From an optimization exercise on the open Yosys and OpenROAD flow, aimed at small area; shortcuts taken in it are not production practice.
Where RTL was checked, it was by simulation tests only, not by an equivalence proof against the original.
The RTL of runs 1 to 3 was laid out without a check of its function.

`config.mk`:
```
export PLATFORM = sky130hd
export DESIGN_NAME = fib_table
export DESIGN_NICKNAME = fib_table
export VERILOG_FILES = /design/flow/design.v
export SDC_FILE = /design/flow/constraint.sdc
export NUM_CORES = 8
export LEC_CHECK = 0
export CAP_MARGIN = 20
export CORE_MARGIN = 2
export CORE_UTILIZATION = 40
export SETUP_SLACK_MARGIN = 1.0
export SLEW_MARGIN = 50
```
`constraint.sdc`:
```
create_clock -name core_clock -period 7.0 [get_ports {clk}]
set_input_delay 1.4000 -clock core_clock [delete_from_list [all_inputs] [get_ports {clk}]]
set_output_delay 1.4000 -clock core_clock [all_outputs]
set_load 0.01 [all_outputs]
```
`design.v`:
```
module hash(data, hash);
input [63:0] data;
output [5:0] hash;
assign hash[0] = data[0] ^ data[1] ^ data[5] ^ data[7] ^ data[8] ^ data[9] ^ data[10] ^ data[12] ^ data[13] ^ data[14] ^ data[15] ^ data[21] ^ data[23] ^ data[24] ^ data[25] ^ data[26] ^ data[27] ^ data[28] ^ data[29] ^ data[30] ^ data[31] ^ data[34] ^ data[37] ^ data[38] ^ data[41] ^ data[43] ^ data[45] ^ data[46] ^ data[48] ^ data[54] ^ data[57] ^ data[59];
assign hash[1] = data[1] ^ data[2] ^ data[3] ^ data[7] ^ data[8] ^ data[9] ^ data[10] ^ data[11] ^ data[13] ^ data[14] ^ data[18] ^ data[19] ^ data[22] ^ data[23] ^ data[24] ^ data[25] ^ data[28] ^ data[29] ^ data[31] ^ data[33] ^ data[36] ^ data[37] ^ data[39] ^ data[41] ^ data[43] ^ data[44] ^ data[46] ^ data[47] ^ data[48] ^ data[49] ^ data[52] ^ data[57] ^ data[60] ^ data[61] ^ data[62];
assign hash[2] = data[3] ^ data[4] ^ data[5] ^ data[6] ^ data[8] ^ data[10] ^ data[12] ^ data[13] ^ data[14] ^ data[15] ^ data[16] ^ data[17] ^ data[23] ^ data[24] ^ data[25] ^ data[27] ^ data[28] ^ data[29] ^ data[31] ^ data[32] ^ data[33] ^ data[34] ^ data[37] ^ data[41] ^ data[42] ^ data[45] ^ data[46] ^ data[52] ^ data[54] ^ data[55] ^ data[56] ^ data[60];
assign hash[3] = data[0] ^ data[1] ^ data[9] ^ data[11] ^ data[13] ^ data[14] ^ data[15] ^ data[17] ^ data[18] ^ data[19] ^ data[22] ^ data[24] ^ data[25] ^ data[26] ^ data[27] ^ data[28] ^ data[29] ^ data[30] ^ data[31] ^ data[32] ^ data[34] ^ data[35] ^ data[37] ^ data[38] ^ data[39] ^ data[42] ^ data[43] ^ data[44] ^ data[46] ^ data[48] ^ data[50] ^ data[57] ^ data[58] ^ data[61] ^ data[62] ^ data[63];
assign hash[4] = data[1] ^ data[3] ^ data[6] ^ data[7] ^ data[10] ^ data[11] ^ data[13] ^ data[19] ^ data[20] ^ data[24] ^ data[25] ^ data[30] ^ data[31] ^ data[35] ^ data[36] ^ data[37] ^ data[40] ^ data[44] ^ data[45] ^ data[49] ^ data[54] ^ data[60] ^ data[62];
assign hash[5] = data[0] ^ data[5] ^ data[7] ^ data[8] ^ data[10] ^ data[11] ^ data[14] ^ data[16] ^ data[17] ^ data[18] ^ data[20] ^ data[21] ^ data[22] ^ data[24] ^ data[26] ^ data[38] ^ data[41] ^ data[43] ^ data[44] ^ data[45] ^ data[46] ^ data[47] ^ data[49] ^ data[50] ^ data[51] ^ data[53] ^ data[54] ^ data[55] ^ data[59] ^ data[62];
endmodule
module hash_const(idx, val);
input [5:0] idx;
output reg [5:0] val;
always @* begin
    case (idx)
        6'd0: val = 6'b101001;
        6'd1: val = 6'b011011;
        6'd2: val = 6'b000010;
        6'd3: val = 6'b010110;
        6'd4: val = 6'b000100;
        6'd5: val = 6'b100101;
        6'd6: val = 6'b010100;
        6'd7: val = 6'b110011;
        6'd8: val = 6'b100111;
        6'd9: val = 6'b001011;
        6'd10: val = 6'b110111;
        6'd11: val = 6'b111010;
        6'd12: val = 6'b000101;
        6'd13: val = 6'b011111;
        6'd14: val = 6'b101111;
        6'd15: val = 6'b001101;
        6'd16: val = 6'b100100;
        6'd17: val = 6'b101100;
        6'd18: val = 6'b101010;
        6'd19: val = 6'b011010;
        6'd20: val = 6'b110000;
        6'd21: val = 6'b100001;
        6'd22: val = 6'b101010;
        6'd23: val = 6'b000111;
        6'd24: val = 6'b111111;
        6'd25: val = 6'b011111;
        6'd26: val = 6'b101001;
        6'd27: val = 6'b001101;
        6'd28: val = 6'b001111;
        6'd29: val = 6'b001111;
        6'd30: val = 6'b011001;
        6'd31: val = 6'b011111;
        6'd32: val = 6'b001100;
        6'd33: val = 6'b000110;
        6'd34: val = 6'b001101;
        6'd35: val = 6'b011000;
        6'd36: val = 6'b010010;
        6'd37: val = 6'b011111;
        6'd38: val = 6'b101001;
        6'd39: val = 6'b001010;
        6'd40: val = 6'b010000;
        6'd41: val = 6'b100111;
        6'd42: val = 6'b001100;
        6'd43: val = 6'b101011;
        6'd44: val = 6'b111010;
        6'd45: val = 6'b110101;
        6'd46: val = 6'b101111;
        6'd47: val = 6'b100010;
        6'd48: val = 6'b001011;
        6'd49: val = 6'b110010;
        6'd50: val = 6'b101000;
        6'd51: val = 6'b100000;
        6'd52: val = 6'b000110;
        6'd53: val = 6'b100000;
        6'd54: val = 6'b110101;
        6'd55: val = 6'b100100;
        6'd56: val = 6'b000100;
        6'd57: val = 6'b001011;
        6'd58: val = 6'b001000;
        6'd59: val = 6'b100001;
        6'd60: val = 6'b010110;
        6'd61: val = 6'b001010;
        6'd62: val = 6'b111010;
        6'd63: val = 6'b001000;
        default: val = 6'b000000;
    endcase
end
endmodule
module fib_table(
    input [63:0] pit_in_prefix,
    input [7:0] pit_in_metadata,
    input rejected,
    input fib_out_bit,
    input start_send_to_pit,
    input [7:0] data_PIT_to_FIB,
    input RX_valid,
    input [7:0] data_SPI_to_FIB,
    input clk,
    input rst,
    output reg [63:0] pit_out_prefix,
    output reg prefix_ready,
    output reg [7:0] pit_out_metadata,
    output reg [7:0] data_FIB_to_PIT,
    output FIB_to_SPI_data_flag,
    output reg [7:0] data_FIB_to_SPI
);
reg [4095:0] table_bits;
wire         table_we;
wire [5:0]   table_wrow;
wire [5:0]   table_wcol;
integer ti;
always @(posedge clk) begin
    for (ti = 0; ti < 4096; ti = ti + 1)
        table_bits[ti] <= (table_bits[ti] & ~rst) |
                          (table_we && table_wrow == ti[11:6] && table_wcol == ti[5:0]);
end
localparam I_WAIT = 3'd0, I_META = 3'd1, I_PFX = 3'd2, I_DATA = 3'd3,
           I_RESP = 3'd4, I_PASS = 3'd5, I_HASH = 3'd6, I_SAVE = 3'd7;
reg [2:0]   ist;
reg [4:0]   icnt;           
reg [7:0]   meta_in;        
reg [63:0]  pfx_ring;       
reg [255:0] din_ring;       
reg [4:0]   din_ptr;        
reg [5:0]   hash_in;
wire icnt_end = (icnt == 5'd7);
wire [5:0] hash_in_value;
hash HASH_INCOMING(.data(pit_out_prefix), .hash(hash_in_value));
assign table_we   = (ist == I_SAVE);
assign table_wrow = pit_out_metadata[5:0];
assign table_wcol = hash_in;
always @(posedge clk, posedge rst) begin
    if (rst) begin
        ist <= I_WAIT;
        prefix_ready <= 1'b0;
        pit_out_prefix <= 64'd0;
        pit_out_metadata <= 8'd0;
        data_FIB_to_PIT <= 8'd0;
    end
    else begin
        prefix_ready <= icnt_end && ((ist == I_PFX && meta_in[6]) || ist == I_DATA);
        if (icnt_end && ist == I_PFX && meta_in[6]) begin
            pit_out_metadata <= meta_in;
            pit_out_prefix <= {pfx_ring[55:0], data_SPI_to_FIB};
        end
        if (icnt_end && ist == I_DATA) begin
            pit_out_metadata <= meta_in;
            pit_out_prefix <= {pfx_ring[55:0], pfx_ring[63:56]};
        end
        if (ist == I_PASS)
            data_FIB_to_PIT <= din_ring[din_ptr*8 +: 8];
        case (ist)
            I_WAIT: if (RX_valid) ist <= I_META;
            I_META: ist <= I_PFX;
            I_PFX:  if (icnt_end) ist <= meta_in[6] ? I_HASH : I_DATA;
            I_DATA: if (icnt_end) ist <= I_RESP;
            I_RESP: if (rejected) ist <= I_HASH;
                    else if (start_send_to_pit) ist <= I_PASS;
            I_PASS: if (icnt_end) ist <= I_HASH;
            I_HASH: ist <= I_SAVE;
            default: ist <= I_WAIT;
        endcase
    end
end
always @(posedge clk) begin
    if (ist == I_WAIT)
        icnt <= 5'd0;
    else if (ist == I_PFX || ist == I_DATA || ist == I_PASS)
        icnt <= icnt + 5'd1;
    if (ist == I_META)
        meta_in <= data_SPI_to_FIB;
    pfx_ring <= {pfx_ring[55:0], (ist == I_PFX) ? data_SPI_to_FIB : pfx_ring[63:56]};
    din_ring <= {(ist == I_DATA) ? data_SPI_to_FIB : din_ring[7:0], din_ring[255:8]};
    if (ist == I_DATA)
        din_ptr <= 5'd0;
    else if (ist == I_RESP)
        din_ptr <= din_ptr - 5'd1;
    if (ist == I_HASH)
        hash_in <= hash_in_value;
end
localparam O_WAIT = 3'd0, O_GETHASH = 3'd1, O_CHECK = 3'd2, O_META = 3'd3,
           O_TOTAL = 3'd4, O_LONGEST = 3'd5, O_RECV = 3'd6, O_DATA = 3'd7;
reg [2:0]   ost;
reg [4:0]   ocnt;           
reg [63:0]  req_prefix;     
reg [7:0]   req_meta;
reg [5:0]   len;            
reg [5:0]   hash_out;       
reg         data_packet;
reg [255:0] dout_ring;      
assign FIB_to_SPI_data_flag = (ost == O_META);
wire [5:0] hash_req_value;
hash HASH_OUTGOING(.data(pit_in_prefix), .hash(hash_req_value));
wire [5:0] hash_bit_value;
hash_const HASH_BIT(.idx(len), .val(hash_bit_value));
wire hit = table_bits[{len, hash_out}];
wire search_done = hit || (len == 6'd0);
wire [2:0] byte_idx = ~ocnt[2:0];
wire [7:0] req_byte = req_prefix[byte_idx*8 +: 8];
reg [7:0] short_byte;
integer bj;
always @* begin
    for (bj = 0; bj < 8; bj = bj + 1)
        short_byte[bj] = req_byte[bj] &
                         ~(({byte_idx, bj[2:0]} > len) && ({byte_idx, bj[2:0]} <= req_meta[5:0]));
end
always @(posedge clk, posedge rst) begin
    if (rst) begin
        ost <= O_WAIT;
        data_FIB_to_SPI <= 8'd0;
    end
    else begin
        case (ost)
            O_WAIT:    if (fib_out_bit) ost <= start_send_to_pit ? O_RECV : O_GETHASH;
            O_GETHASH: ost <= O_CHECK;
            O_CHECK:   ost <= search_done ? O_META : O_GETHASH;
            O_META:    ost <= O_TOTAL;
            O_TOTAL:   if (ocnt[2:0] == 3'd7) ost <= data_packet ? O_DATA : O_LONGEST;
            O_LONGEST: if (ocnt[2:0] == 3'd7) ost <= O_WAIT;
            O_RECV:    if (ocnt == 5'd31) ost <= O_META;
            default:   if (ocnt == 5'd7) ost <= O_WAIT;
        endcase
        case (ost)
            O_META:    data_FIB_to_SPI <= req_meta;
            O_TOTAL:   data_FIB_to_SPI <= req_byte;
            O_LONGEST: data_FIB_to_SPI <= short_byte;
            O_DATA:    data_FIB_to_SPI <= dout_ring[23*8 +: 8];
            default:   ;
        endcase
    end
end
always @(posedge clk) begin
    if (ost == O_WAIT) begin
        req_prefix <= pit_in_prefix;
        req_meta <= pit_in_metadata;
        data_packet <= 1'b0;
    end
    else if (ost == O_RECV)
        data_packet <= 1'b1;
    if (ost == O_WAIT)
        ocnt <= 5'd0;
    else if (ost == O_TOTAL || ost == O_LONGEST || ost == O_RECV || ost == O_DATA)
        ocnt <= ocnt + 5'd1;
    if (ost == O_WAIT) begin
        len <= pit_in_metadata[5:0];
        hash_out <= hash_req_value;
    end
    else if (ost == O_CHECK && !search_done) begin
        len <= len - 6'd1;
        hash_out <= hash_out ^ (req_prefix[len] ? hash_bit_value : 6'd0);
    end
    dout_ring <= {(ost == O_RECV) ? data_PIT_to_FIB : dout_ring[7:0], dout_ring[255:8]};
end
endmodule
```
`run.sh`:
```
#!/bin/bash
# synth_recipe.tcl (not shown) runs the flow's synth.tcl, then flattens the netlist and writes it again
# the make line also repeats each setting of config.mk as NAME=value (left out here)
make -C /OpenROAD-flow-scripts/flow DESIGN_CONFIG=/design/flow/config.mk WORK_HOME=/design/flow/orfs CLKGATE_MAP_FILE= SYNTH_SCRIPT=/design/flow/synth_recipe.tcl finish
```
==> qor.csv, run 1 <==
metric,value,unit
outcome,timing/DRC/antenna clean,
Final Hold Fails,0,
drt drc,0,
Yosys reg bits,4887,
Worst Path Arrival,7.09,ns
Worst setup SP type,flip-flop,
Placement Cell Area,194000,um2
r2r startpoint,hash_out[4]$_DFFE_PN_,
worst clock skew,0.0509,ns
largest net degree at the start of global routing,165,
fin crit share,87.8,%
via count,134000,
vias in the first global route,127000,
Synth Area in XOR/XNOR,1.05,%
die footprint,465000,um2
global-route wire length before repair,980,mm
IO Port Bufs,183,
synthesized area per cell,13.0,um2
cells after synthesis,14200,
synth warn,2,
Std-Cell Rows,248,
CP required,7.94,ns
"most common cell after layout, fill and taps aside",dfxtp_1,
dpl hpwl,403,mm
core area,457000,um2
total area of sequential cells,99300,um2
initial core utilization,40.2,%
worst setup path end,hash_bit_value[2]$_DFF_P_,
area delta synth->final,15.6,%
Post-DRT Antenna Nets,0,
Yosys cell types,97,
Slew Limit Headroom,43.3,%
clk buf depth,4,
Multi-input gate area,78000,um2
Worst Reg-to-Reg Cells,20,
post-synthesis mux area share,15.5,%
CP Class,reg -> reg,
predominant post-synthesis flop cell,dfxtp_1,
total CTS buffers,520,
root buf cell,clkbuf_16,
clock latency on the worst-skew pair,1.08,ns
Via density,6.56,
setup violators final,0,
crit path launch,hash_out[4]$_DFFE_PN_,
final slew viol count,0,
pre-CTS setup slack,-0.0447,ns
grt total ovfl,0,
layout net count,14000,
DR WL/cell,34.1,um
chip height,682,um
synthesized net count,14300,
Sink Count,4887,
RePlAce Congestion,0.918,
Fill cells,40000,
flop2flop setup slack,0.86,ns
simple-gate share of the synthesized area,2.23,%
routed wire length,697,mm
RSZ-0062 raised after global routing,yes,
router iterations before antenna repair,6,
Synth Area in Adders,0.170,%
Compound-Gate Fraction of Synth Area,22.7,%
CP max FO,16,
Worst-path clk slew,0.06,ns
Chip Width,682,um
setup tns final,0,ns
Tightest Pin Transition,0.847,ns
largest family of logic cells by synthesized area,compound AO/OA/AOI/OAI gates,
critical path endpoint category,flip-flop,
GRT Util Overall,28.9,%
htree depth,6,
First DRT Iteration DRCs,19100,
CTS tree,built,
Max-cap violations,0,
min-delay worst type,reg -> reg,
fin area,212000,um2
final worst path period need,6.14,ns
Post-synth EDFFs,98,
antenna violations before repair,54,
layout cells sized above 1,20.7,%
sequential cell area fraction in the yosys report,54.0,%
"FFs w/ async S/R, synth",1.94,%
fin worst setup slack,0.857,ns
most frequent cells in the layout,"dfxtp_1 (4691), o2bb2ai_1 (4097), mux4_2 (1040)",
number of I/O pins,184,
r2r endpoint,hash_bit_value[2]$_DFF_P_,
synthesized area,184000,um2
maximum clock rate,163,MHz
-- state kept, by name, summed over array words and instances, names as in the netlist, 64 cells and up --
name	count
dout_ring	256
req_prefix	64
pfx_ring	64
din_ring	256
pit_out_prefix	64
table_bits	4096
-- logic make-up after synthesis --
| group | after synthesis |
|---|---|
| compound gates | 4900 |
| simple gates | 881 |
| buf+inv | 1745 |
| flops | 4887 |
| xor+xnor | 220 |
| fa+ha+maj | 25 |
| mux | 1533 |
-- layout make-up --
cell class | count | area share, %
Sequential cell | 4887 | 46.7
Clock buffer | 761 | 7.13
Clock inverter | 158 | 0.967
Timing Repair Buffer | 911 | 4.72
Multi-Input combinational cell | 7559 | 36.7
Tap cell | 6125 | 3.61
Inverter | 37 | 0.0883
Antenna cell | 23 | 0.0271
-- how the worst min path moves through the flow --
stage                                 startpoint                endpoint  cells after the start
after floorplan             dout_ring[8]$_DFF_P_    dout_ring[0]$_DFF_P_                      0
after global placement    dout_ring[239]$_DFF_P_  dout_ring[231]$_DFF_P_                      0
after detailed placement  dout_ring[133]$_DFF_P_  dout_ring[125]$_DFF_P_                      0
after CTS                 dout_ring[133]$_DFF_P_  dout_ring[125]$_DFF_P_                      0
after global routing      dout_ring[133]$_DFF_P_  dout_ring[125]$_DFF_P_                      0
final                     dout_ring[115]$_DFF_P_  dout_ring[107]$_DFF_P_                      0
-- per-layer routing --
metal,GRT usage (%),part of all wire [%],up-vias
li1,-,-,55600
met3,7.12,11,1780
met4,13.6,5.5,24
met5,0,0.027,-
met1,39.8,40,68500
met2,42.4,43,8185
-- metrics by stage --
stage,hold WS (ns),utilization (%),std cells
3_5_place_dp,0.312,42.4,19500
4_1_cts,0.314,46.3,20400
5_1_grt,0.318,46.5,20400
3_3_place_gp,0.310,42.0,19400
2_1_floorplan,0.310,-,14200
6_report,0.315,46.5,20500
-- what timing repair did --
item | in CTS | in global routing
setup endpoints to repair | 7 | 6
hold buffers | 0 | 0
endpoints found under the hold margin | 0 | 0
buffers inserted | 21 | 9
resized for setup | 36 | 52
gates cloned | 11 | 4
pin swaps | 5 | 10
-- cell usage after synthesis, types with 18 or more instances --
library cell / count / area share, %
dfxtp_1: 4694 / 51
o2bb2ai_1: 4097 / 20
clkbuf_1: 1389 / 2.8
mux4_2: 1040 / 13
nand2_1: 389 / 0.79
mux2i_1: 372 / 2.0
a22oi_1: 191 / 0.78
xnor2_1: 178 / 0.85
nor2_1: 145 / 0.30
a21oi_1: 122 / 0.33
mux2_2: 117 / 0.72
edfxtp_1: 98 / 1.6
dfrtp_1: 95 / 1.3
buf_4: 91 / 0.37
buf_6: 85 / 0.52
nand3_1: 79 / 0.22
o22ai_1: 79 / 0.27
buf_2: 75 / 0.20
o21ai_0: 68 / 0.19
nor3_1: 55 / 0.15
xor2_1: 42 / 0.20
nor2b_1: 37 / 0.13
buf_1: 36 / 0.073
inv_1: 34 / 0.069
nand4_1: 34 / 0.12
a31oi_1: 33 / 0.11
a221oi_1: 29 / 0.14
a22o_1: 29 / 0.14
a211oi_1: 28 / 0.11
o211ai_1: 27 / 0.11
ha_1: 25 / 0.17
nand2b_1: 23 / 0.078
a2111oi_0: 22 / 0.10
buf_8: 20 / 0.16
and2_1: 18 / 0.061
-- critical path: stages (launching register included) --
cell	delay, ns
edfxtp_1	0.80
buf_4	0.46
nor2b_4	0.46
buf_8	0.22
buf_12	0.24
a31oi_1	0.13
a41oi_1	0.44
buf_4	0.25
a211o_1	0.25
nor4_4	0.15
a221oi_2	0.27
buf_4	0.27
nor2_4	0.05
or2_1	0.24
mux2_4	0.33
nand2_4	0.09
ha_1	0.26
xnor2_1	0.15
nor3_1	0.06
or4_1	0.54
o2111a_1	0.16
==> run 2: changes to the inputs <==
--- a/design.v
+++ b/design.v
@@ -99,15 +99,15 @@
     output FIB_to_SPI_data_flag,
     output reg [7:0] data_FIB_to_SPI
 );
-reg [4095:0] table_bits;
+reg [4095:0] table_empty;
 wire         table_we;
 wire [5:0]   table_wrow;
 wire [5:0]   table_wcol;
 integer ti;
 always @(posedge clk) begin
     for (ti = 0; ti < 4096; ti = ti + 1)
-        table_bits[ti] <= (table_bits[ti] & ~rst) |
-                          (table_we && table_wrow == ti[11:6] && table_wcol == ti[5:0]);
+        table_empty[ti] <= (table_empty[ti] | rst) &
+                           ~(table_we && table_wrow == ti[11:6] && table_wcol == ti[5:0]);
 end
 localparam I_WAIT = 3'd0, I_META = 3'd1, I_PFX = 3'd2, I_DATA = 3'd3,
            I_RESP = 3'd4, I_PASS = 3'd5, I_HASH = 3'd6, I_SAVE = 3'd7;
@@ -188,7 +188,17 @@
 hash HASH_OUTGOING(.data(pit_in_prefix), .hash(hash_req_value));
 wire [5:0] hash_bit_value;
 hash_const HASH_BIT(.idx(len), .val(hash_bit_value));
-wire hit = table_bits[{len, hash_out}];
+reg  [63:0] rd_col_sel, rd_row_sel, rd_row_hit;
+integer ri, rj;
+always @* begin
+    for (rj = 0; rj < 64; rj = rj + 1) begin
+        rd_col_sel[rj] = (hash_out == rj[5:0]);
+        rd_row_sel[rj] = (len == rj[5:0]);
+    end
+    for (ri = 0; ri < 64; ri = ri + 1)
+        rd_row_hit[ri] = |(~table_empty[ri*64 +: 64] & rd_col_sel);
+end
+wire hit = |(rd_row_hit & rd_row_sel);
 wire search_done = hit || (len == 6'd0);
 wire [2:0] byte_idx = ~ocnt[2:0];
 wire [7:0] req_byte = req_prefix[byte_idx*8 +: 8];
==> config.mk (replaced) <==
export PLATFORM = sky130hd
export DESIGN_NAME = fib_table
export DESIGN_NICKNAME = fib_table
export VERILOG_FILES = /design/flow/design.v
export SDC_FILE = /design/flow/constraint.sdc
export NUM_CORES = 8
export LEC_CHECK = 0
export CAP_MARGIN = 10
export CORE_MARGIN = 2
export CORE_UTILIZATION = 55
export CTS_BUF_LIST = sky130_fd_sc_hd__clkbuf_4 sky130_fd_sc_hd__clkbuf_8
export SETUP_SLACK_MARGIN = 0
export SLEW_MARGIN = 10
==> qor.csv, run 2 <==
metric,value,unit,change
Tightest Pin Transition,1.45,ns,+0.599 ns
Hold Path End,dout_ring[121]$_DFF_P_,,
root buf cell,clkbuf_8,,
synthesized area per cell,9.76,um2,-25%
Final Hold Fails,0,,unchanged
maximum clock rate,136,MHz,-17%
cells after synthesis,17900,,+26%
CP max FO,41,,+25
router iterations before antenna repair,9,,+3
via count,167000,,+25%
number of I/O pins,184,,unchanged
most frequent cells after synthesis,"dfxtp_1 (4630), nor2_1 (2322), o22a_1 (2109)",,
IO Port Bufs,183,,unchanged
final worst path period need,7.37,ns,+1.23 ns
grt total ovfl,0,,unchanged
DR WL/cell,38.9,um,+14%
RSZ-0062 raised after global routing,no,,
worst hold path stage count,0,,unchanged
worst clock skew,0.0788,ns,+0.0280 ns
highest layer used for signal routing,met5,,
r2r startpoint,hash_out[0]$_DFFE_PN_,,
Yosys reg bits,4823,,-1.3%
CP max-delay cell,o31ai_1,,
r2r endpoint,hash_bit_value[1]$_DFF_P_,,
Worst Hold Launch,dout_ring[129]$_DFF_P_,,
Worst setup SP type,flip-flop,,
Sink Count,4823,,-1.3%
total CTS buffers,758,,+46%
setup violators final,6,,+6
sequential cell area fraction in the yosys report,56.1,%,+2.1 points
RePlAce Congestion,0.984,,+7.2%
max reg flops,4032,,-1.6%
Worst Path Arrival,8.58,ns,+1.49 ns
pre-CTS setup slack,-0.332,ns,-0.287 ns
layout cells sized above 1,14.8,%,-5.9 points
Slowest Stage Delay on Critical Path,0.66,ns,-0.14 ns
Worst Reg-to-Reg Cells,22,,+10%
critical path endpoint category,flip-flop,,
die footprint,322000,um2,-31%
synth warn,2,,unchanged
area delta synth->final,14.3,%,
Std-Cell Rows,206,,-17%
First DRT Iteration DRCs,36300,,+90%
drt drc,0,,unchanged
flop2flop setup slack,-0.37,ns,-1.23 ns
Post-DRT Antenna Nets,0,,unchanged
synthesized area,175000,um2,-5.0%
met3 WL,151,mm,+91%
Reg with most FFs,table_empty,,
synthesized net count,18000,,+26%
global-route wire length before repair,1180,mm,+20%
min-delay worst type,reg -> reg,,
most frequent cells in the layout,"dfxtp_1 (4628), nor2_1 (2221), o22a_1 (2109)",,
final slew viol count,0,,unchanged
core area,315000,um2,-31%
initial core utilization,55.3,%,+15 points
GRT Util Overall,51.8,%,+23 points
Max-cap violations,0,,unchanged
cell count after placement,21100,,+8.4%
CP required,8.21,ns,+0.27 ns
Slew Limit Headroom,2.84,%,-40 points
worst-path cell chain,"buf_12, nor2_4, buf_4, nand2_4, buf_4, o22ai_1, nor4_1, nand3_1, o31ai_1, o2111ai_1, nor3_4, buf_4, o311a_2, a21oi_2, mux2i_1, inv_1, ha_1, inv_1, or4_1, o31ai_1, a2111oi_0, o31a_1",,
antenna violations before repair,102,,+89%
dpl hpwl,515,mm,+28%
Regs by FF count,"table_empty: 4032 flops, din_ring: 256 flops, dout_ring: 256 flops",,
CTS tree,built,,
routed wire length,878,mm,+26%
Post-synth EDFFs,98,,unchanged
WL met2,334,mm,+12%
Via density,7.41,,+13%
fin worst setup slack,-0.368,ns,-1.23 ns
top-count cell post-synth,dfxtp_1,,
Fin Hold WS,0.311,ns,-0.00360 ns
fin crit share,105,%,+18 points
"area leader, netlist",dfxtp_1,,
"top cells by area, synth","dfxtp_1 (53%), o22a_1 (11%), a21oi_1 (5.9%), nor2_1 (5.0%), o22ai_1 (4.4%)",,
CP dominant cell by count,buf_4,,
clock latency on the worst-skew pair,1.39,ns,+0.31 ns
outcome,finished with violations,,
predominant post-synthesis flop cell,dfxtp_1,,
"FFs w/ async S/R, synth",1.97,%,+0.026 points
M1 wire length,318,mm,+13%
setup tns final,-1.59,ns,-1.59 ns
Yosys cell types,102,,+5.2%
Post-Layout Cell Count,22500,,+10%
chip height,567,um,-17%
top cell type's share of synthesized area,53.1,%,+2.0 points
CP Class,reg -> reg,,
Failing Checks,setup timing,,
"most common cell after layout, fill and taps aside",dfxtp_1,,
vias in the first global route,147000,,+16%
Worst-path clk slew,0.06,ns,about the same
clk buf depth,4,,unchanged
largest net degree at the start of global routing,214,,+30%
Chip Width,567,um,-17%
layout net count,17800,,+27%
htree depth,6,,unchanged
## run 2: layout make-up
class / count / area, um2
fillers: 26800 / 116000
flip-flops and latches: 4823 / 98000
multi-input cells: 11100 / 70800
clock buffers: 1240 / 15100
repair buffers: 963 / 9110
well taps: 4160 / 5200
clock inverters: 100 / 1020
diodes: 98 / 245
inverters: 33 / 134
## run 2: metrics by stage
stage          util, %  area, um2
6_report          63.3     200000
3_3_place_gp      58.1     183000
4_1_cts           63.2     199000
3_5_place_dp      58.1     183000
5_1_grt           63.2     199000
2_1_floorplan        -     175000
## run 2: timing repair
item / 4_1_cts / 5_1_grt
setup buffers: 0 / 4
hold buffers: 0 / 0
pin swaps: 0 / 2
endpoints found under the setup margin: 6 / 6
cloned: 0 / 2
resized for setup: 1 / 10
## run 2: cells by family (layout without fill, tap and decap cells)
group / count (synthesis) / in the layout / share of synthesized area [%]
DFF: 4823 / 4823 / 56.1
buffers and inverters: 1938 / 2336 / 4.47
adders and majority gates: 25 / 25 / 0.179
muxes: 378 / 378 / 3.01
other: 0 / 98 / 0
AOI/OAI and AO/OA: 5763 / 5763 / 22.5
xor gates and xnor gates: 213 / 213 / 1.08
and+or+nand+nor: 4751 / 4753 / 12.6
## run 2: worst max path at each step
stage / to / cells past startpoint / slack, ns / start
5_1_grt: hash_bit_value[5]$_DFF_P_ / 24 / 0.01 / hash_out[2]$_DFFE_PN_
2_1_floorplan: hash_bit_value[1]$_DFF_P_ / 24 / 1.61 / hash_out[3]$_DFFE_PN_
6_report: hash_bit_value[1]$_DFF_P_ / 22 / -0.37 / hash_out[0]$_DFFE_PN_
3_3_place_gp: hash_bit_value[1]$_DFF_P_ / 21 / -0.28 / hash_out[2]$_DFFE_PN_
4_1_cts: hash_bit_value[1]$_DFF_P_ / 21 / 0.06 / hash_out[2]$_DFFE_PN_
3_5_place_dp: hash_bit_value[1]$_DFF_P_ / 21 / -0.33 / hash_out[2]$_DFFE_PN_
## run 2: per-layer routing
layer,GRT usage [%],vias to the layer above
li1,-,65700
met3,22.7,4109
met5,0.178,-
met4,35.4,53
met2,67.9,15900
met1,67.7,81300
## run 2: worst max-delay path, delay by kind of cell, from the launching register on
kind / cells / cell delay (ns)
buffers and inverters: 6 / 1.49
DFF: 1 / 0.37
and+or+nand+nor: 6 / 2.55
adders and majority gates: 1 / 0.19
muxes: 1 / 0.20
AOI/OAI and AO/OA: 8 / 2.30
==> run 3: changes to the inputs <==
--- a/design.v
+++ b/design.v
@@ -10,76 +10,19 @@
 endmodule
 module hash_const(idx, val);
 input [5:0] idx;
-output reg [5:0] val;
-always @* begin
-    case (idx)
-        6'd0: val = 6'b101001;
-        6'd1: val = 6'b011011;
-        6'd2: val = 6'b000010;
-        6'd3: val = 6'b010110;
-        6'd4: val = 6'b000100;
-        6'd5: val = 6'b100101;
-        6'd6: val = 6'b010100;
-        6'd7: val = 6'b110011;
-        6'd8: val = 6'b100111;
-        6'd9: val = 6'b001011;
-        6'd10: val = 6'b110111;
-        6'd11: val = 6'b111010;
-        6'd12: val = 6'b000101;
-        6'd13: val = 6'b011111;
-        6'd14: val = 6'b101111;
-        6'd15: val = 6'b001101;
-        6'd16: val = 6'b100100;
-        6'd17: val = 6'b101100;
-        6'd18: val = 6'b101010;
-        6'd19: val = 6'b011010;
-        6'd20: val = 6'b110000;
-        6'd21: val = 6'b100001;
-        6'd22: val = 6'b101010;
-        6'd23: val = 6'b000111;
-        6'd24: val = 6'b111111;
-        6'd25: val = 6'b011111;
-        6'd26: val = 6'b101001;
-        6'd27: val = 6'b001101;
-        6'd28: val = 6'b001111;
-        6'd29: val = 6'b001111;
-        6'd30: val = 6'b011001;
-        6'd31: val = 6'b011111;
-        6'd32: val = 6'b001100;
-        6'd33: val = 6'b000110;
-        6'd34: val = 6'b001101;
-        6'd35: val = 6'b011000;
-        6'd36: val = 6'b010010;
-        6'd37: val = 6'b011111;
-        6'd38: val = 6'b101001;
-        6'd39: val = 6'b001010;
-        6'd40: val = 6'b010000;
-        6'd41: val = 6'b100111;
-        6'd42: val = 6'b001100;
-        6'd43: val = 6'b101011;
-        6'd44: val = 6'b111010;
-        6'd45: val = 6'b110101;
-        6'd46: val = 6'b101111;
-        6'd47: val = 6'b100010;
-        6'd48: val = 6'b001011;
-        6'd49: val = 6'b110010;
-        6'd50: val = 6'b101000;
-        6'd51: val = 6'b100000;
-        6'd52: val = 6'b000110;
-        6'd53: val = 6'b100000;
-        6'd54: val = 6'b110101;
-        6'd55: val = 6'b100100;
-        6'd56: val = 6'b000100;
-        6'd57: val = 6'b001011;
-        6'd58: val = 6'b001000;
-        6'd59: val = 6'b100001;
-        6'd60: val = 6'b010110;
-        6'd61: val = 6'b001010;
-        6'd62: val = 6'b111010;
-        6'd63: val = 6'b001000;
-        default: val = 6'b000000;
-    endcase
-end
+output [5:0] val;
+wire [63:0] col0 = 64'h0a416a64ffa0f7a3;
+wire [63:0] col1 = 64'h7213dab2b3cc6f8e;
+wire [63:0] col2 = 64'h11d06627bb83f578;
+wire [63:0] col3 = 64'he6055cedff4eea03;
+wire [63:0] col4 = 64'h50423138c3182cca;
+wire [63:0] col5 = 64'h48eefa4005774da1;
+assign val[0] = col0[idx];
+assign val[1] = col1[idx];
+assign val[2] = col2[idx];
+assign val[3] = col3[idx];
+assign val[4] = col4[idx];
+assign val[5] = col5[idx];
 endmodule
 module fib_table(
     input [63:0] pit_in_prefix,
@@ -99,13 +42,13 @@
     output FIB_to_SPI_data_flag,
     output reg [7:0] data_FIB_to_SPI
 );
-reg [4095:0] table_empty;
+reg [4095:64] table_empty;
 wire         table_we;
 wire [5:0]   table_wrow;
 wire [5:0]   table_wcol;
 integer ti;
 always @(posedge clk) begin
-    for (ti = 0; ti < 4096; ti = ti + 1)
+    for (ti = 64; ti < 4096; ti = ti + 1)
         table_empty[ti] <= (table_empty[ti] | rst) &
                            ~(table_we && table_wrow == ti[11:6] && table_wcol == ti[5:0]);
 end
@@ -117,13 +60,12 @@
 reg [63:0]  pfx_ring;       
 reg [255:0] din_ring;       
 reg [4:0]   din_ptr;        
-reg [5:0]   hash_in;
 wire icnt_end = (icnt == 5'd7);
 wire [5:0] hash_in_value;
 hash HASH_INCOMING(.data(pit_out_prefix), .hash(hash_in_value));
 assign table_we   = (ist == I_SAVE);
 assign table_wrow = pit_out_metadata[5:0];
-assign table_wcol = hash_in;
+assign table_wcol = hash_in_value;    
 always @(posedge clk, posedge rst) begin
     if (rst) begin
         ist <= I_WAIT;
@@ -170,8 +112,6 @@
         din_ptr <= 5'd0;
     else if (ist == I_RESP)
         din_ptr <= din_ptr - 5'd1;
-    if (ist == I_HASH)
-        hash_in <= hash_in_value;
 end
 localparam O_WAIT = 3'd0, O_GETHASH = 3'd1, O_CHECK = 3'd2, O_META = 3'd3,
            O_TOTAL = 3'd4, O_LONGEST = 3'd5, O_RECV = 3'd6, O_DATA = 3'd7;
@@ -188,17 +128,21 @@
 hash HASH_OUTGOING(.data(pit_in_prefix), .hash(hash_req_value));
 wire [5:0] hash_bit_value;
 hash_const HASH_BIT(.idx(len), .val(hash_bit_value));
-reg  [63:0] rd_col_sel, rd_row_sel, rd_row_hit;
+reg  [63:0] rd_col_sel;
+reg  [63:1] rd_row_sel, rd_row_hit;
 integer ri, rj;
 always @* begin
-    for (rj = 0; rj < 64; rj = rj + 1) begin
+    for (rj = 0; rj < 64; rj = rj + 1)
         rd_col_sel[rj] = (hash_out == rj[5:0]);
-        rd_row_sel[rj] = (len == rj[5:0]);
-    end
-    for (ri = 0; ri < 64; ri = ri + 1)
+    for (ri = 1; ri < 64; ri = ri + 1) begin
+        rd_row_sel[ri] = (len == ri[5:0]);
         rd_row_hit[ri] = |(~table_empty[ri*64 +: 64] & rd_col_sel);
-end
-wire hit = |(rd_row_hit & rd_row_sel);
+    end
+end
+reg hit;
+always @(posedge clk)
+    hit <= |(rd_row_hit & rd_row_sel) ||
+           (table_we && table_wrow == len && table_wcol == hash_out);
 wire search_done = hit || (len == 6'd0);
 wire [2:0] byte_idx = ~ocnt[2:0];
 wire [7:0] req_byte = req_prefix[byte_idx*8 +: 8];
==> flow/run.sh (new file) <==
#!/bin/bash
# Layout flow: the standard flow (standard.sh) with two changes:
#  - ABC maps the logic for area (flow/abc_area.script) instead of for speed;
#    everything else in synthesis is synth_recipe.tcl unchanged;
#  - clock tree synthesis without dummy loads, with larger sink clusters.
# Each tool's output stays in ORFS's own logs under orfs/logs; make's output
# goes to standard.log.
set -euo pipefail
W=$PWD
{ head -n 1 synth_recipe.tcl
  echo "proc abc {args} { set i [lsearch -exact \$args -script]; if {\$i >= 0} { lset args [expr {\$i + 1}] $W/flow/abc_area.script }; yosys abc {*}\$args }"
  tail -n +2 synth_recipe.tcl; } > area_synth.tcl
bash standard.sh SYNTH_SCRIPT=$W/area_synth.tcl \
  "CTS_ARGS=-sink_clustering_enable -repair_clock_nets -dont_use_dummy_load -sink_clustering_size 14 -sink_clustering_max_diameter 50 -buf_list sky130_fd_sc_hd__clkbuf_8" \
  finish > standard.log 2>&1
==> flow/abc_area.script (new file) <==
&get -n
&st
&syn2
&dch -f
&nf -a -R 1000
&put
==> standard.sh (new file) <==
#!/bin/bash
# synth_recipe.tcl (not shown) runs the flow's synth.tcl, then flattens the netlist and writes it again
# the make line also repeats each setting of config.mk as NAME=value (left out here)
make -C /OpenROAD-flow-scripts/flow DESIGN_CONFIG=/design/flow/config.mk WORK_HOME=/design/flow/orfs CLKGATE_MAP_FILE= SYNTH_SCRIPT=/design/flow/synth_recipe.tcl "${@:-finish}"
--- a/config.mk
+++ b/config.mk
@@ -7,7 +7,6 @@
 export LEC_CHECK = 0
 export CAP_MARGIN = 10
 export CORE_MARGIN = 2
-export CORE_UTILIZATION = 55
-export CTS_BUF_LIST = sky130_fd_sc_hd__clkbuf_4 sky130_fd_sc_hd__clkbuf_8
-export SETUP_SLACK_MARGIN = 0
+export CORE_UTILIZATION = 45
+export SETUP_SLACK_MARGIN = 0.2
 export SLEW_MARGIN = 10
removed: run.sh
==> qor.csv, run 3 <==
metric,value,unit,change
IO Port Bufs,183,,unchanged
Post-CTS Setup Bufs,0,,unchanged
core area,355000,um2,+13%
pre-CTS setup slack,1.23,ns,+1.56 ns
fin crit share,89.3,%,-16 points
simple-gate share of the synthesized area,9.05,%,-3.6 points
Std-Cell Rows,219,,+6.3%
vias in the first global route,131000,,-11%
max reg flops,4032,,unchanged
drt drc,0,,unchanged
Fin Hold WS,0.289,ns,-0.0218 ns
root buf cell,clkbuf_8,,
Sink Count,4812,,-0.23%
routed wire length,745,mm,-15%
CP max FO,25,,-39%
antenna violations before repair,54,,-47%
layout net count,16300,,-8.4%
Max-cap violations,1,,+1
total CTS buffers,463,,-39%
Via density,7.02,,-5.2%
RSZ-0062 raised after global routing,no,,
outcome,finished with violations,,
worst clock skew,0.143,ns,+0.0638 ns
Yosys reg bits,4812,,-0.23%
dpl hpwl,446,mm,-13%
fin worst setup slack,0.748,ns,+1.12 ns
GRT Util Overall,39.2,%,-13 points
Worst-path clk slew,0.09,ns,+0.03 ns
Tightest Pin Transition,1.57,ns,+0.128 ns
critical path endpoint category,flip-flop,,
die footprint,361000,um2,+12%
DR WL/cell,35.5,um,-8.8%
Worst Hold Launch,pfx_ring[24]$_DFF_P_,,
largest net degree at the start of global routing,229,,+7.0%
layout cells sized above 1,8.63,%,-6.2 points
synthesized area per cell,10.7,um2,+9.6%
Failing Checks,"capacitance limit, slew limit",,
Reg with most FFs,table_empty,,
post-CTS resize count,0,,-1
most frequent cells after synthesis,"dfxtp_1 (4625), nor2_1 (2270), o22a_1 (2115)",,
via count,147000,,-12%
global-route wire length before repair,1020,mm,-13%
fin area,182000,um2,-9.1%
most frequent cells in the layout,"dfxtp_1 (4622), nor2_1 (2172), o22a_1 (2115)",,
Chip Width,601,um,+5.9%
chip height,601,um,+5.9%
CTS Hold Bufs,0,,unchanged
synthesized area,160000,um2,-8.2%
Regs by FF count,"table_empty: 4032 flops, din_ring: 256 flops, dout_ring: 256 flops",,
Fill cells,33000,,+23%
top-count cell post-synth,dfxtp_1,,
synth warn,1,,-1
First DRT Iteration DRCs,27300,,-25%
predominant post-synthesis flop cell,dfxtp_1,,
"top cells by area, synth","dfxtp_1 (58%), o22a_1 (12%), o22ai_1 (7.4%), a21oi_1 (6.4%), nor2_1 (5.3%)",,
Post-DRT Antenna Nets,0,,unchanged
Yosys cell types,52,,-49%
area delta synth->final,13.3,%,
Synth Area in XOR/XNOR,1.12,%,+0.034 points
grt total ovfl,0,,unchanged
final worst path period need,6.25,ns,-1.12 ns
"most common cell after layout, fill and taps aside",dfxtp_1,,
router iterations before antenna repair,9,,unchanged
crit path launch,hash_out[4]$_DFFE_PP_,,
Worst Path Arrival,7.37,ns,-1.21 ns
clk buf depth,4,,unchanged
top cell type's share of synthesized area,57.8,%,+4.7 points
"FFs w/ async S/R, synth",1.97,%,+0.0045 points
clock latency on the worst-skew pair,1.26,ns,-0.13 ns
sequential cell area fraction in the yosys report,61.0,%,+4.9 points
Slew Limit Headroom,-5.91,%,-8.7 points
synthesized net count,15100,,-16%
setup violators final,0,,-6
Compound-Gate Fraction of Synth Area,26.6,%,+4.0 points
Final Hold Fails,0,,unchanged
Placement Cell Area,175000,um2,-4.5%
largest family of logic cells by synthesized area,compound AO/OA/AOI/OAI gates,,
Synth Area in Adders,0.211,%,+0.032 points
cells after synthesis,15000,,-16%
CP required,8.12,ns,-0.09 ns
"area leader, netlist",dfxtp_1,,
final slew viol count,2,,+2
post-synthesis mux area share,1.99,%,-1.0 points
r2r startpoint,hash_out[4]$_DFFE_PP_,,
CP Class,reg -> reg,,
RePlAce Congestion,0.943,,-4.1%
number of I/O pins,184,,unchanged
maximum clock rate,160,MHz,+18%
initial core utilization,45.1,%,-10 points
htree depth,5,,-1
setup tns final,0,ns,+1.59 ns
Post-synth EDFFs,92,,-6.1%
Worst setup SP type,flip-flop,,
min-delay worst type,reg -> reg,,
CTS tree,built,,
[run 3: cell types whose count changed in the layout (fill, tap and decap cells not counted), moves of 120 or more]
cell,before,now
buf_4,668,483
clkbuf_4,319,0
clkbuf_8,921,463
mux2_2,120,0
mux2i_1,152,32
nor3_1,1106,125
o22ai_1,1229,1904
[run 3: worst paths after layout]
check | to | slack, ns | depth (start not counted)
worst max-delay path | hit$_DFF_P_ | 0.75 | 14
worst min-delay path | pfx_ring[32]$_DFF_P_ | 0.29 | 0
worst max register to register | hit$_DFF_P_ | 0.75 | 14
worst min register to register | pfx_ring[32]$_DFF_P_ | 0.29 | 0
max in group asynchronous | data_FIB_to_SPI[0]$_DFFE_PP0P_ | 4.53 | 4
min in group asynchronous | pit_out_prefix[49]$_DFFE_PP0P_ | 1.26 | 3
[run 3: final cells by class]
| class | count | area (um2) | area share (%) |
|---|---|---|---|
| multi-input cells | 10100 | 63900 | 35.2 |
| inverters | 39 | 149 | 0.0820 |
| repair buffers | 759 | 7300 | 4.02 |
| flip-flops and latches | 4812 | 97700 | 53.8 |
| clock buffers | 463 | 6370 | 3.51 |
| well taps | 4751 | 5940 | 3.28 |
| diodes | 43 | 108 | 0.0593 |
[run 3: stage by stage]
stage	std cells	utilization, %
after detailed placement	20500	49.3
after global routing	21000	51.1
after floorplan	15000	-
after CTS	21000	51.1
after global placement	20500	49.3
final	21000	51.1
[run 3: layer usage]
| metal | share of wire, % | global-route usage, % |
|---|---|---|
| met1 | 38 | 52.4 |
| met2 | 41 | 55.2 |
| met3 | 14 | 11.8 |
| met4 | 7.2 | 23.7 |
| met5 | 0.046 | 0.317 |
[run 3: worst max-delay path, stage by stage (launching register included)]
cell and delay, ns:
edfxtp_1 0.58, nor2b_1 0.22, buf_4 0.24, and3b_1 0.30, nand3_4 0.75, buf_4 0.59
o22ai_1 0.17, nor4_1 0.68, nand4_1 0.24, nor3_1 0.65, nor3_1 0.09, nor3_1 1.04
nand4_1 0.24, nor3_1 0.27, nand2_1 0.08
[run 3: cells by family after synthesis]
group / after synthesis
AOI/OAI and AO/OA: 6326
DFF: 4812
and+or+nand+nor: 3380
xor gates and xnor gates: 203
muxes: 199
buffers and inverters: 39
adders and majority gates: 27
==> run 4: changes to the inputs <==
--- a/design.v
+++ b/design.v
@@ -46,11 +46,12 @@
 wire         table_we;
 wire [5:0]   table_wrow;
 wire [5:0]   table_wcol;
-integer ti;
+wire [63:0]  table_wmask = 64'd1 << table_wcol;
+integer tr;
 always @(posedge clk) begin
-    for (ti = 64; ti < 4096; ti = ti + 1)
-        table_empty[ti] <= (table_empty[ti] | rst) &
-                           ~(table_we && table_wrow == ti[11:6] && table_wcol == ti[5:0]);
+    for (tr = 1; tr < 64; tr = tr + 1)
+        table_empty[tr*64 +: 64] <= (table_empty[tr*64 +: 64] | {64{rst}}) &
+                                    ~({64{table_we && table_wrow == tr[5:0]}} & table_wmask);
 end
 localparam I_WAIT = 3'd0, I_META = 3'd1, I_PFX = 3'd2, I_DATA = 3'd3,
            I_RESP = 3'd4, I_PASS = 3'd5, I_HASH = 3'd6, I_SAVE = 3'd7;
@@ -128,12 +129,10 @@
 hash HASH_OUTGOING(.data(pit_in_prefix), .hash(hash_req_value));
 wire [5:0] hash_bit_value;
 hash_const HASH_BIT(.idx(len), .val(hash_bit_value));
-reg  [63:0] rd_col_sel;
+wire [63:0] rd_col_sel = 64'd1 << hash_out;
 reg  [63:1] rd_row_sel, rd_row_hit;
-integer ri, rj;
+integer ri;
 always @* begin
-    for (rj = 0; rj < 64; rj = rj + 1)
-        rd_col_sel[rj] = (hash_out == rj[5:0]);
     for (ri = 1; ri < 64; ri = ri + 1) begin
         rd_row_sel[ri] = (len == ri[5:0]);
         rd_row_hit[ri] = |(~table_empty[ri*64 +: 64] & rd_col_sel);
--- a/config.mk
+++ b/config.mk
@@ -5,8 +5,9 @@
 export SDC_FILE = /design/flow/constraint.sdc
 export NUM_CORES = 8
 export LEC_CHECK = 0
-export CAP_MARGIN = 10
+export CAP_MARGIN = 30
 export CORE_MARGIN = 2
 export CORE_UTILIZATION = 45
+export PLACE_DENSITY = 0.7
 export SETUP_SLACK_MARGIN = 0.2
-export SLEW_MARGIN = 10
+export SLEW_MARGIN = 30
==> qor.csv, run 4 <==
metric,value,unit,change
CTS Hold Bufs,0,,unchanged
Post-CTS Setup Bufs,0,,unchanged
IO Port Bufs,183,,unchanged
chip height,602,um,+0.20%
setup tns final,0,ns,unchanged
root buf cell,clkbuf_8,,
CP required,8.09,ns,-0.03 ns
die footprint,362000,um2,+0.40%
fin area,182000,um2,+0.23%
Post-synth EDFFs,92,,unchanged
Reg with most FFs,table_empty,,
max reg flops,4032,,unchanged
Sink Count,4812,,unchanged
clk buf depth,4,,unchanged
critical path endpoint category,flip-flop,,
layout cells sized above 1,8.36,%,-0.26 points
Max-cap violations,0,,-1
Slew Limit Headroom,20.1,%,+26 points
core area,356000,um2,+0.23%
"top cells by area, synth","dfxtp_1 (58%), o22a_1 (12%), a21oi_1 (6.3%), o22ai_1 (6.2%), nor2_1 (5.4%)",,
via count,150000,,+1.7%
final slew viol count,0,,-2
GRT Util Overall,37.4,%,-1.8 points
worst hold path stage count,0,,unchanged
top cell type's share of synthesized area,57.5,%,-0.23 points
"FFs w/ async S/R, synth",1.97,%,unchanged
Worst-path clk slew,0.10,ns,about the same
RePlAce Congestion,0.959,,+1.7%
flop2flop setup slack,0.56,ns,-0.19 ns
r2r startpoint,hash_out[5]$_DFFE_PP_,,
clock latency on the worst-skew pair,1.26,ns,about the same
synthesized area,161000,um2,+0.40%
post-CTS resize count,0,,unchanged
layout net count,16300,,-0.15%
Hold Path End,din_ring[169]$_DFF_P_,,
synthesized area per cell,10.7,um2,+0.16%
"area leader, netlist",dfxtp_1,,
synth warn,1,,unchanged
Tightest Pin Transition,1.20,ns,-0.378 ns
Yosys cell types,52,,unchanged
Compound-Gate Fraction of Synth Area,26.8,%,+0.28 points
most frequent cells after synthesis,"dfxtp_1 (4625), nor2_1 (2324), o22a_1 (2264)",,
routed wire length,714,mm,-4.2%
synthesized net count,15100,,+0.24%
final worst path period need,6.44,ns,+0.188 ns
area delta synth->final,13.1,%,
Worst setup SP type,flip-flop,,
CTS tree,built,,
Yosys reg bits,4812,,unchanged
Worst Hold Launch,din_ring[177]$_DFF_P_,,
global-route wire length before repair,990,mm,-3.2%
fin util,51.1,%,about the same
First DRT Iteration DRCs,31100,,+14%
most frequent cells in the layout,"dfxtp_1 (4622), o22a_1 (2264), nor2_1 (2225)",,
simple-gate share of the synthesized area,9.01,%,-0.042 points
largest net degree at the start of global routing,255,,+11%
cells after synthesis,15000,,+0.25%
DR WL/cell,34.0,um,-4.2%
fin crit share,92.0,%,+2.7 points
Placement Cell Area,176000,um2,+0.43%
CP Class,reg -> reg,,
predominant post-synthesis flop cell,dfxtp_1,,
Regs by FF count,"table_empty: 4032 flops, din_ring: 256 flops, dout_ring: 256 flops",,
worst clock skew,0.120,ns,-0.0222 ns
Std-Cell Rows,219,,unchanged
outcome,timing/DRC/antenna clean,,
maximum clock rate,155,MHz,-2.9%
post-synthesis mux area share,1.99,%,about the same
Worst Path Arrival,7.53,ns,+0.16 ns
setup violators final,0,,unchanged
antenna violations before repair,61,,+13%
dpl hpwl,422,mm,-5.4%
min-delay worst type,reg -> reg,,
vias in the first global route,134000,,+1.9%
Post-DRT Antenna Nets,0,,unchanged
number of I/O pins,184,,unchanged
sequential cell area fraction in the yosys report,60.7,%,-0.25 points
largest family of logic cells by synthesized area,compound AO/OA/AOI/OAI gates,,
Synth Area in XOR/XNOR,1.15,%,+0.030 points
Worst Reg-to-Reg Cells,14,,unchanged
initial core utilization,45.2,%,+0.078 points
htree depth,5,,unchanged
Chip Width,602,um,+0.20%
Synth Area in Adders,0.210,%,-0.00085 points
CP max FO,18,,-28%
top-count cell post-synth,dfxtp_1,,
grt total ovfl,0,,unchanged
router iterations before antenna repair,9,,unchanged
"most common cell after layout, fill and taps aside",dfxtp_1,,
Via density,7.14,,+1.7%
RSZ-0062 raised after global routing,no,,
total CTS buffers,424,,-8.4%
Final Hold Fails,0,,unchanged
drt drc,0,,unchanged
r2r endpoint,hit$_DFF_P_,,
run 4: cell types whose count changed after synthesis, moves of 54 or more:
| cell | before | now |
|---|---|---|
| o22a_1 | 2115 | 2264 |
| o22ai_1 | 1904 | 1604 |
| nor4_1 | 435 | 257 |
| o221ai_1 | 72 | 215 |
| nor3_1 | 127 | 276 |
| nor2_1 | 2270 | 2324 |
run 4: metrics by stage:
stage                     std cells  setup WS [ns]  hold slack (ns)
after floorplan               15000           1.62            0.310
after global placement        20500           1.17            0.310
after detailed placement      20500           1.27            0.312
after CTS                     20900           1.18            0.293
after global routing          20900          0.782            0.289
final                         21000          0.560            0.293
run 4: worst max path at each step:
| stage | startpoint | endpoint | slack, ns | cells after the start |
|---|---|---|---|---|
| 3_3_place_gp | hash_out[3]$_DFFE_PP_ | hit$_DFF_P_ | 1.17 | 13 |
| 6_report | hash_out[5]$_DFFE_PP_ | hit$_DFF_P_ | 0.56 | 14 |
| 2_1_floorplan | ost[0]$_DFFE_PP0P_ | hash_out[4]$_DFFE_PP_ | 1.62 | 3 |
| 4_1_cts | hash_out[1]$_DFFE_PP_ | hit$_DFF_P_ | 1.18 | 14 |
| 5_1_grt | hash_out[5]$_DFFE_PP_ | hit$_DFF_P_ | 0.78 | 14 |
| 3_5_place_dp | hash_out[1]$_DFFE_PP_ | hit$_DFF_P_ | 1.27 | 14 |
run 4: kinds of logic (layout without fill, tap and decap cells):
group,count (synthesis),in the layout
other,0,67
xor gates and xnor gates,211,211
muxes,200,200
and+or+nand+nor,3438,3438
buffers and inverters,30,1190
DFF,4812,4812
AOI/OAI and AO/OA,6305,6305
adders and majority gates,27,27
run 4: final cells by class:
cell class | count | area, um2
inverter | 30 | 115
antenna | 67 | 168
tap | 4751 | 5940
multi-input combinational | 10200 | 64700
clock buffer | 424 | 5840
fill | 31900 | 174000
timing repair buffer | 736 | 7410
sequential | 4812 | 97700
run 4: critical path, stage by stage, from the launching register on:
cell and delay (ns):
edfxtp_1 0.64, nand2b_1 0.28, nor2_1 0.18, nand2_4 0.68, buf_4 0.56, o22ai_1 0.17
nor4_1 0.73, nand4_1 0.27, o21ai_0 0.73, o311ai_0 0.41, nor4_1 0.75, buf_4 0.24
nand4_1 0.10, nor3_1 0.35, o41ai_1 0.14
run 4: routing by layer:
metal	track usage [%]	wire length [um]	part of all wire, %
met4	27.1	62200	8.7
met2	51.0	280000	39
met3	15.0	118000	17
met1	47.4	253000	35
met5	0.132	474	0.066
==> run 5: changes to the inputs <==
--- a/config.mk
+++ b/config.mk
@@ -8,6 +8,5 @@
 export CAP_MARGIN = 30
 export CORE_MARGIN = 2
 export CORE_UTILIZATION = 45
-export PLACE_DENSITY = 0.7
 export SETUP_SLACK_MARGIN = 0.2
 export SLEW_MARGIN = 30
==> qor.csv, run 5 <==
metric,value,unit,change
Chip Width,602,um,unchanged
synthesized area per cell,10.7,um2,unchanged
initial core utilization,45.2,%,unchanged
worst clock skew,0.162,ns,+0.0421 ns
vias in the first global route,132000,,-1.0%
RePlAce Congestion,0.951,,-0.91%
clock latency on the worst-skew pair,1.30,ns,+0.04 ns
Yosys cell types,52,,unchanged
Worst setup SP type,flip-flop,,
cells after synthesis,15000,,unchanged
Std-Cell Rows,219,,unchanged
layout net count,16400,,+0.27%
outcome,timing/DRC/antenna clean,,
CP max FO,27,,+9
number of I/O pins,184,,unchanged
top-count cell post-synth,dfxtp_1,,
Yosys reg bits,4812,,unchanged
Slew Limit Headroom,21.2,%,+1.2 points
root buf cell,clkbuf_8,,
sequential cell area fraction in the yosys report,60.7,%,unchanged
cell count after placement,20500,,-0.029%
clk buf depth,4,,unchanged
Multi-input gate area,64900,um2,+0.33%
maximum clock rate,156,MHz,+0.40%
dpl hpwl,440,mm,+4.2%
"top cells by area, synth","dfxtp_1 (58%), o22a_1 (12%), a21oi_1 (6.3%), o22ai_1 (6.2%), nor2_1 (5.4%)",,
layout cells sized above 1,8.63,%,+0.27 points
synthesized area,161000,um2,unchanged
predominant post-synthesis flop cell,dfxtp_1,,
Post-CTS Setup Bufs,0,,unchanged
"most common cell after layout, fill and taps aside",dfxtp_1,,
min-delay worst type,reg -> reg,,
Fin Hold WS,0.257,ns,-0.0353 ns
Reg with most FFs,table_empty,,
Fill cells,32500,,+1.8%
post-CTS resize count,0,,unchanged
CP Class,reg -> reg,,
chip height,602,um,unchanged
htree depth,5,,unchanged
GRT Util Overall,39.2,%,+1.8 points
router iterations before antenna repair,8,,-1
pre-CTS setup slack,1.23,ns,-0.0440 ns
setup violators final,0,,unchanged
synthesized net count,15100,,unchanged
DR WL/cell,35.5,um,+4.5%
die footprint,362000,um2,unchanged
final worst path period need,6.41,ns,-0.0255 ns
fin worst setup slack,0.585,ns,+0.0255 ns
largest net degree at the start of global routing,232,,-9.0%
Post-synth EDFFs,92,,unchanged
Sink Count,4812,,unchanged
critical path endpoint category,flip-flop,,
"FFs w/ async S/R, synth",1.97,%,unchanged
drt drc,0,,unchanged
area delta synth->final,13.5,%,
most frequent cells in the layout,"dfxtp_1 (4622), o22a_1 (2264), nor2_1 (2222)",,
total area of sequential cells,97700,um2,about the same
CP required,8.08,ns,about the same
Post-Layout Cell Count,21000,,+0.11%
routed wire length,747,mm,+4.6%
most frequent cells after synthesis,"dfxtp_1 (4625), nor2_1 (2324), o22a_1 (2264)",,
grt total ovfl,0,,unchanged
First DRT Iteration DRCs,27500,,-12%
Max-cap violations,0,,unchanged
IO Port Bufs,183,,unchanged
final slew viol count,0,,unchanged
synth warn,1,,unchanged
max reg flops,4032,,unchanged
"area leader, netlist",dfxtp_1,,
fin crit share,91.6,%,-0.36 points
top cell type's share of synthesized area,57.5,%,unchanged
Worst-path clk slew,0.10,ns,about the same
Via density,7.03,,-1.6%
antenna violations before repair,46,,-25%
Final Hold Fails,0,,unchanged
Worst Path Arrival,7.50,ns,-0.03 ns
Tightest Pin Transition,1.18,ns,-0.0144 ns
core area,356000,um2,unchanged
total CTS buffers,471,,+11%
setup tns final,0,ns,unchanged
CTS tree,built,,
via count,148000,,-1.5%
Post-DRT Antenna Nets,0,,unchanged
global-route wire length before repair,1030,mm,+3.6%
Regs by FF count,"table_empty: 4032 flops, din_ring: 256 flops, dout_ring: 256 flops",,
RSZ-0062 raised after global routing,no,,
CTS Hold Bufs,0,,unchanged
[run 5: cell type report]
class                      instances  area share [%]
clock buffer                     471            3.55
antenna                           46          0.0630
inverter                          30          0.0630
timing repair buffer             733            3.97
sequential                      4812            53.5
multi-input combinational      10200            35.6
tap                             4751            3.26
[run 5: critical path, cell delays in order (launching register included)]
cell and delay [ns]:
edfxtp_1 0.63, nor2b_1 0.24, buf_4 0.24, and3_1 0.34, nand2_4 0.54, buf_12 0.45, o22ai_1 0.15, or4_1 0.58
nor4_1 0.41, nand4_1 0.15, nor3_1 0.74, o221ai_1 0.25, o21ai_0 0.81, nand4_1 0.15, nor3_1 0.37, o41ai_1 0.15
[run 5: per-layer routing]
metal	vias up	share of wire, %	global-route usage [%]
li1	60400	-	-
met1	72900	38	52.6
met2	11700	40	54.6
met3	2726	14	12.3
met4	38	7.3	24.5
met5	-	0.046	0.132
[run 5: metrics by stage]
step | cell area (um2) | util (%)
after floorplan | 161000 | -
after global placement | 175000 | 49.2
after detailed placement | 176000 | 49.4
after CTS | 182000 | 51.2
after global routing | 182000 | 51.3
final | 183000 | 51.3
[run 5: worst paths after layout]
check / startpoint / endpoint / slack, ns / cells past startpoint
setup / recovery: hash_out[3]$_DFFE_PP_ / hit$_DFF_P_ / 0.59 / 15
hold / removal: dout_ring[136]$_DFF_P_ / dout_ring[128]$_DFF_P_ / 0.26 / 0
setup reg to reg: hash_out[3]$_DFFE_PP_ / hit$_DFF_P_ / 0.59 / 15
hold reg to reg: dout_ring[136]$_DFF_P_ / dout_ring[128]$_DFF_P_ / 0.26 / 0
max in group asynchronous: rst / pit_out_metadata[0]$_DFFE_PP0P_ / 5.09 / 3
min in group asynchronous: rst / data_FIB_to_PIT[5]$_DFFE_PP0N_ / 0.75 / 2
[run 5: cell families after synthesis]
group                    synth area share, %
AO/OA/AOI/OAI                           26.8
adder cells (fa/ha/maj)                0.210
XOR/XNOR                                1.15
AND/OR/NAND/NOR                         9.01
multiplexers                            1.99
buffers and inverters                 0.0700
flip-flops                              60.7
==> run 6: changes to the inputs <==
==> flow/abc_area.script (replaced) <==
&get -n
&st
&syn2
&dch -f
&nf -a -R 2000 -C 24
&put
--- a/config.mk
+++ b/config.mk
@@ -8,5 +8,6 @@
 export CAP_MARGIN = 30
 export CORE_MARGIN = 2
 export CORE_UTILIZATION = 45
+export PLACE_DENSITY = 0.7
 export SETUP_SLACK_MARGIN = 0.2
 export SLEW_MARGIN = 30
==> qor.csv, run 6 <==
metric,value,unit,change
top-count cell post-synth,dfxtp_1,,
pre-CTS setup slack,1.47,ns,+0.245 ns
top cell type's share of synthesized area,57.9,%,+0.37 points
Post-DRT Antenna Nets,0,,unchanged
routed wire length,749,mm,+0.34%
Regs by FF count,"table_empty: 4032 flops, din_ring: 256 flops, dout_ring: 256 flops",,
Tightest Pin Transition,1.31,ns,+0.133 ns
Post-CTS Setup Bufs,0,,unchanged
IO Port Bufs,183,,unchanged
dpl hpwl,439,mm,-0.17%
Std-Cell Rows,218,,-0.46%
Worst setup SP type,flip-flop,,
clock latency on the worst-skew pair,1.12,ns,-0.18 ns
critical path endpoint category,flip-flop,,
total CTS buffers,414,,-12%
"area leader, netlist",dfxtp_1,,
CP Class,reg -> reg,,
Slew Limit Headroom,12.2,%,-9.0 points
clk buf depth,4,,unchanged
largest net degree at the start of global routing,232,,unchanged
fin worst setup slack,0.688,ns,+0.103 ns
synth warn,1,,unchanged
die footprint,360000,um2,-0.63%
fin crit share,90.2,%,-1.5 points
Worst Hold Launch,pfx_ring[29]$_DFF_P_,,
Worst Path Arrival,7.29,ns,-0.21 ns
Worst Reg-to-Reg Cells,14,,-1
Max-cap violations,0,,unchanged
global-route wire length before repair,1030,mm,+0.13%
"most common cell after layout, fill and taps aside",dfxtp_1,,
antenna violations before repair,81,,+76%
flop2flop setup slack,0.69,ns,+0.10 ns
synthesized area,160000,um2,-0.63%
CP max FO,23,,-15%
number of I/O pins,184,,unchanged
GRT Util Overall,39.7,%,+0.48 points
sequential cell area fraction in the yosys report,61.1,%,+0.39 points
r2r startpoint,hash_out[0]$_DFFE_PP_,,
final worst path period need,6.31,ns,-0.103 ns
Reg with most FFs,table_empty,,
Yosys cell types,50,,-3.8%
DR WL/cell,35.8,um,+0.86%
"top cells by area, synth","dfxtp_1 (58%), o22a_1 (11%), o22ai_1 (7.9%), a21oi_1 (6.3%), nor2_1 (5.2%)",,
most frequent cells after synthesis,"dfxtp_1 (4625), nor2_1 (2229), o22a_1 (2056)",,
initial core utilization,45.3,%,+0.060 points
cell count after placement,20400,,-0.44%
synthesized net count,15000,,-0.85%
Via density,7.33,,+4.3%
"FFs w/ async S/R, synth",1.97,%,unchanged
setup violators final,0,,unchanged
synthesized area per cell,10.7,um2,+0.22%
Final Hold Fails,0,,unchanged
Worst-path clk slew,0.09,ns,about the same
Post-synth EDFFs,92,,unchanged
via count,153000,,+3.8%
CP required,7.98,ns,-0.10 ns
worst hold path stage count,0,,unchanged
setup tns final,0,ns,unchanged
First DRT Iteration DRCs,34300,,+25%
max reg flops,4032,,unchanged
maximum clock rate,158,MHz,+1.6%
htree depth,5,,unchanged
outcome,timing/DRC/antenna clean,,
fin util,51.4,%,+0.12 points
chip height,600,um,-0.31%
r2r endpoint,hit$_DFF_P_,,
layout cells sized above 1,8.80,%,+0.17 points
Yosys reg bits,4812,,unchanged
-- run 6: cell count changes after synthesis, moves of 8 or more --
cell	before	now
a21oi_1	2036	2024
o22ai_1	1604	2016
nor4_1	257	505
mux4_2	88	104
nor3_1	276	45
nand3_1	39	25
nor2_1	2324	2229
o22a_1	2264	2056
o221ai_1	215	11
mux2i_1	32	22
nand2b_1	26	18
nand2_1	325	315
clkinv_1	30	21
-- run 6: final cells by class --
type                            count  area, um2
Multi-Input combinational cell  10100      63800
Antenna cell                       90        225
Tap cell                         4730       5920
Inverter                           21       81.3
Sequential cell                  4812      97700
Clock buffer                      414       5700
Fill cell                       31500     172000
Timing Repair Buffer              787       8140
-- run 6: worst max-delay path, cell delays in order (launching register included) --
cell and delay (ns):
edfxtp_1 0.65, nand2b_1 0.28, nor2_1 0.21, nand2_4 0.73, buf_4 0.50, o22ai_1 0.25
nor4_1 0.35, nand4_1 0.17, nor2_1 0.75, o2111ai_1 0.62, nor4_1 0.62, buf_4 0.21
nand4_1 0.12, nor4_1 0.46, o41ai_1 0.15
-- run 6: worst max path at each step --
| stage | slack, ns | endpoint | startpoint |
|---|---|---|---|
| after floorplan | 1.59 | hash_out[0]$_DFFE_PP_ | ost[0]$_DFFE_PP0P_ |
| after global placement | 1.33 | hit$_DFF_P_ | hash_out[3]$_DFFE_PP_ |
| after detailed placement | 1.47 | hit$_DFF_P_ | hash_out[3]$_DFFE_PP_ |
| after CTS | 1.40 | hit$_DFF_P_ | hash_out[3]$_DFFE_PP_ |
| after global routing | 0.99 | hit$_DFF_P_ | hash_out[3]$_DFFE_PP_ |
| final | 0.69 | hit$_DFF_P_ | hash_out[0]$_DFFE_PP_ |
-- run 6: cells by family (layout without fill, tap and decap cells) --
logic type	Yosys count	in the layout	synth area share (%)
AO/OA/AOI/OAI	6278	6278	26.3
flip-flops	4812	4812	61.1
AND/OR/NAND/NOR	3341	3341	9.04
XOR/XNOR	210	210	1.15
multiplexers	206	206	2.17
adder cells (fa/ha/maj)	27	27	0.211
buffers and inverters	21	1222	0.0493
other	0	90	0
-- run 6: layer usage --
layer / vias up / track usage, % / part of all wire, %
li1: 60100 / - / -
met1: 73300 / 50.2 / 35
met2: 15500 / 52.6 / 38
met3: 4385 / 17.6 / 18
met4: 70 / 30.0 / 9.7
met5: - / 0.468 / 0.095
-- run 6: metrics by stage --
stage                     area, um2
final                        182000
after floorplan              160000
after CTS                    181000
after global placement       175000
after global routing         181000
after detailed placement     176000

-- separate check: timing with driven ports --
Ports are ideal in the flow. The routed layouts listed here were re-timed in OpenROAD.
Step 1 sets driving cells, clkbuf_16 on the clock port and buf_2 on the other inputs (assumed; they add their load-dependent delay and slew).
Step 2, shift: input delay + t, output delay - t, t = (earliest + latest rising clock arrival at the registers) / 2. This alone moves slack from input paths to output paths.
Slacks: ideal ports / drivers / drivers and shift; pairs: ideal ports / drivers.
run	shift t [ns]	setup slack, ns	worst slew at a driven data input, ns
run 1	1.175	0.857 / 0.857 / 0.857	0.15
run 2	1.463	-0.368 / -0.368 / -0.368	0.08
run 3	1.294	0.748 / 0.748 / 0.748	0.08
run 4	1.285	0.560 / 0.560 / 0.560	0.08
run 5	1.309	0.585 / 0.585 / 0.585	0.28
run 6	1.183	0.688 / 0.688 / 0.688	0.09
